Context: an optimization exercise on an open-source flow, tuned for small area and a short achievable clock period. The choices shown serve that exercise and are no tape-out recipe. Where RTL was checked, it was by simulation tests only, not by an equivalence proof against the original.

## v31
// winograd_top
module winograd_top(clk, rst_n, in_valid,
    inp10, inp11, inp12, inp13, inp20, inp21, inp22, inp23,
    inp30, inp31, inp32, inp33, inp40, inp41, inp42, inp43,
    ker10, ker11, ker12, ker20, ker21, ker22, ker30, ker31, ker32,
    out_valid, out10, out11, out20, out21);
    input clk, rst_n, in_valid;
    input [7:0] inp10, inp11, inp12, inp13;
    input [7:0] inp20, inp21, inp22, inp23;
    input [7:0] inp30, inp31, inp32, inp33;
    input [7:0] inp40, inp41, inp42, inp43;
    input [7:0] ker10, ker11, ker12;
    input [7:0] ker20, ker21, ker22;
    input [7:0] ker30, ker31, ker32;
    output out_valid;
    output [7:0] out10, out11, out20, out21;
    reg [3:1] vld;
    always @(posedge clk) begin
        if (rst_n == 1'b0)
            vld <= {3{1'b0}};
        else
            vld <= {vld[2:1], in_valid};
    end
    assign out_valid = vld[3];
    winograd core(clk, inp10, inp11, inp12, inp13, inp20, inp21, inp22, inp23,
                  inp30, inp31, inp32, inp33, inp40, inp41, inp42, inp43,
                  ker10, ker11, ker12, ker20, ker21, ker22, ker30, ker31, ker32,
                  out10, out11, out20, out21);
endmodule
Size in the first run: roughly 2300 cells after synthesis, roughly 240 I/O pins, ~0.027 mm² of cells after synthesis.
clock: 15.5 ns
lec_check: 0
cap_margin: 20
core_margin: 2
core_utilization: 60
cts_cluster_diameter: 100
cts_cluster_size: 25
slew_margin: 20
synth_hierarchical: 1
standard.sh (not shown) runs the stock make flow with config.mk's settings and CLKGATE_MAP_FILE= SYNTH_SCRIPT=/design/flow/synth_recipe.tcl, a recipe that flattens the netlist after the stock synthesis.
==> flow/flow/run.sh <==
#!/bin/bash
# Own layout flow: the standard flow (standard.sh) with two changes:
#  - the port buffers use a small buffer cell (buf_1) instead of the default choice;
#  - timing repair aims for 11.1 ns of setup slack, i.e. it works on every path
#    longer than 4.4 ns (the clock period stays 15.5 ns).
export BUFFER_PORTS_ARGS="-buffer_cell sky130_fd_sc_hd__buf_1"
export SETUP_SLACK_MARGIN=11.1
bash standard.sh > standard.log 2>&1
v31 completed end to end with timing, DRC and antenna clean.
[inputs] v37 vs v31
==> flow/flow/run.sh <==
#!/bin/bash
# Own layout flow: the standard flow (standard.sh) with two changes:
#  - the port buffers use a small buffer cell (buf_1) instead of the default choice;
#  - timing repair aims for 11.0 ns of setup slack, i.e. it works on every path
#    longer than 4.5 ns (the clock period stays 15.5 ns).
export BUFFER_PORTS_ARGS="-buffer_cell sky130_fd_sc_hd__buf_1"
export SETUP_SLACK_MARGIN=11.0
bash standard.sh > standard.log 2>&1
--- outcome ---
Across v31 and v37, the outcome is the same: a clean finish for every run.
Worst hold margin: v31 vs v37 — no meaningful difference
Share of final-layout standard cells stronger than drive strength 1: v37 vs v31 down 4.7 points
From v31 to v37 the numbers moved as follows: cell depth of the worst flop-to-flop path moved down, via count moved down.
When v37 is set beside v31, its slew at the pin closest to its max-slew limit turns out to be 0.062 ns smaller.
What v40 does differently from v37 at the input level:
==> flow/flow/run.sh <==
#!/bin/bash
# Own layout flow: the standard flow (standard.sh) with two changes:
#  - the port buffers use a small buffer cell (buf_1) instead of the default choice;
#  - timing repair aims for 10.9 ns of setup slack, i.e. it works on every path
#    longer than 4.6 ns (the clock period stays 15.5 ns).
export BUFFER_PORTS_ARGS="-buffer_cell sky130_fd_sc_hd__buf_1"
export SETUP_SLACK_MARGIN=10.9
bash standard.sh > standard.log 2>&1
--- outcome ---
v40 | stages: all done | timing, DRC, antenna: all pass. v37 completed every stage of the flow, and the final layout passed the timing, design-rule and antenna checks. Relative to v37, the share of the core filled with cells of v40 is lower by 0.79 points. Between v40 and v37, the difference in per-cell routed wire length is negligible. The final standard cell area without fillers reported for v40 is smaller than that of v37 by 350 µm². Origin of the worst setup path: ker30[0] -> v40, inp21[1] -> v37.
No run of this note included a check of the RTL's function; only the layout flow was run.

## v5
Another version of the RTL of winograd_top (not shown whole).
Size in the first run: roughly 2300 cells after synthesis, roughly 380 flip-flops, about 240 I/O pins, ~27000 sq um of cells after synthesis.
clock: 15.5 ns
lec_check: 0
cap_margin: 20
core_margin: 2
core_utilization: 40
slew_margin: 20
synth_hierarchical: 1
==> flow/flow/run.sh <==
#!/bin/bash
# Own layout flow: the standard flow (standard.sh) with two changes:
#  - the port buffers use a small buffer cell (buf_2) instead of the default choice;
#  - timing repair aims for 11.2 ns of setup slack, i.e. it works on every path
#    longer than 4.3 ns (the clock period stays 15.5 ns).
export BUFFER_PORTS_ARGS="-buffer_cell sky130_fd_sc_hd__buf_2"
export SETUP_SLACK_MARGIN=11.2
bash standard.sh > standard.log 2>&1
v5: no failed stages, no open violations at the end
Input-level comparison between v22 and v5:
Settings: CTS_CLUSTER_SIZE newly set to 25; CTS_CLUSTER_DIAMETER newly set to 100; CORE_UTILIZATION changed from 40 to 60.
==> flow/flow/run.sh <==
#!/bin/bash
# Own layout flow: the standard flow (standard.sh) with two changes:
#  - the port buffers use a small buffer cell (buf_2) instead of the default choice;
#  - timing repair aims for 11.0 ns of setup slack, i.e. it works on every path
#    longer than 4.5 ns (the clock period stays 15.5 ns).
export BUFFER_PORTS_ARGS="-buffer_cell sky130_fd_sc_hd__buf_2"
export SETUP_SLACK_MARGIN=11.0
bash standard.sh > standard.log 2>&1
Notes after the runs:
v22: no failed stages, no open violations at the end. v22 -> v5: count of max-cap constraint violations delta 0, exact match. Taking v5 as the reference point, the count of cells along the worst register-to-register path of v22 rises by 1. From v5 to v22 the numbers moved as follows: wire length on met1 -about 6%; number of buffers created by CTS decreased 24; met1 demand-to-capacity share in global routing picked up an extra 14 points; inserted tap cell count went down. Diff v5 -> v22 | floorplan core area | down by more than a quarter. Going from v5 to v22, relative area of clock buffers and inverters in the final design down 2.8 points, fmax down 1.8%.
Edits applied to the flow inputs when going from v22 to v51:
Settings: CORE_UTILIZATION changed from 60 to 70.
## What came out
- Diff v22 -> v51 | total of cells resized after clock tree synthesis | decrease of 8
- [compare] base=v22 new=v51: global-route usage higher, worst setup margin went up 15 ps.
--- input diff v51..v7 ---
Settings: CORE_UTILIZATION: 70 -> 60; GPL_TIMING_DRIVEN: unset -> 1.
--- outcome ---
v7 against v51: width of the chip climbed about 8%, first-iteration DRC count dropped 247.
NOTE: wire length on met1 in v7 exceeds that of v51
Re flip-flop and latch count: no difference whatsoever between v51 and v7.
Net count reported at finish: v7 vs v51 — no meaningful difference
#### Input delta (v43 over v7)
Settings: a change of CTS_CLUSTER_SIZE from 25 to 30; a deleted GPL_TIMING_DRIVEN that had been 1; a change of CORE_UTILIZATION from 60 to 40.
Results
Across v7 and v43, none had a timing, DRC or antenna violation. Of v43 and v7, it is v43 that has the lower worst hold slack. The global-route wire length before repair in v43 is 1.06 times that in v7. | final-layout non-clock buffer area share | v7 vs v43 | ≈ equal |. Relative to v7, placer's final routability congestion estimate decreased by 0.049 in v43. v7 → v43: clock skew after layout increased by 7.4 ps relative to the old numbers, setup slack at placement decreased by 18 ps relative to the old numbers. Measured against each other, v7 and v43 differ in fraction of area in registers, the higher figure coming from v7. Summary of v43 over v7: final cell area excluding filler cells +about 2.6%.

==> afterwards: timing with drivers on the ports <==
Ports are ideal in the flow. The routed layouts listed here were re-timed in OpenROAD. Step 1 (the two cells are an assumption about what drives the block):
set clk [get_ports {clk}]
set_driving_cell -lib_cell sky130_fd_sc_hd__clkbuf_16 $clk
set_driving_cell -lib_cell sky130_fd_sc_hd__buf_2 [delete_from_list [all_inputs] $clk]
Step 2 adds t to the input delays and takes it off the output delays; t is the mean of the earliest and latest rising clock arrival at the registers after step 1. Input paths then give back, and output paths get back, about the clock's delay inside the block. Three values: ideal ports, drivers, drivers and shift; two values: the first two.
| run | t, ns | setup slack, ns | worst setup path at the end | worst register clock-pin slew, ns | worst data-port slew with drivers (ns) |
|---|---|---|---|---|---|
| v31 | 0.609 | 11.089 / 11.089 / 10.528 | input to register | 0.10 / 0.10 | 0.06 |
| v37 | 0.608 | 11.004 / 11.027 / 10.419 | input to register | 0.11 / 0.11 | 0.06 |
| v40 | 0.610 | 10.926 / 10.951 / 10.355 | input to register | 0.11 / 0.11 | 0.06 |
| v5 | 0.645 | 11.121 / 11.121 / 10.574 | input to register | 0.06 / 0.06 | 0.11 |
| v22 | 0.618 | 11.041 / 11.041 / 10.514 | input to register | 0.11 / 0.11 | 0.05 |
| v51 | 0.611 | 11.056 / 11.056 / 10.530 | input to register | 0.11 / 0.11 | 0.07 |
| v7 | 0.618 | 11.041 / 11.041 / 10.514 | input to register | 0.11 / 0.11 | 0.05 |
| v43 | 0.643 | 11.037 / 11.037 / 10.500 | input to register | 0.11 / 0.11 | 0.09 |
After both steps every run listed still meets setup and hold. The setup slack of v37, which loses most, moves by +0.023 ns with the drivers and by -0.585 ns with both steps.
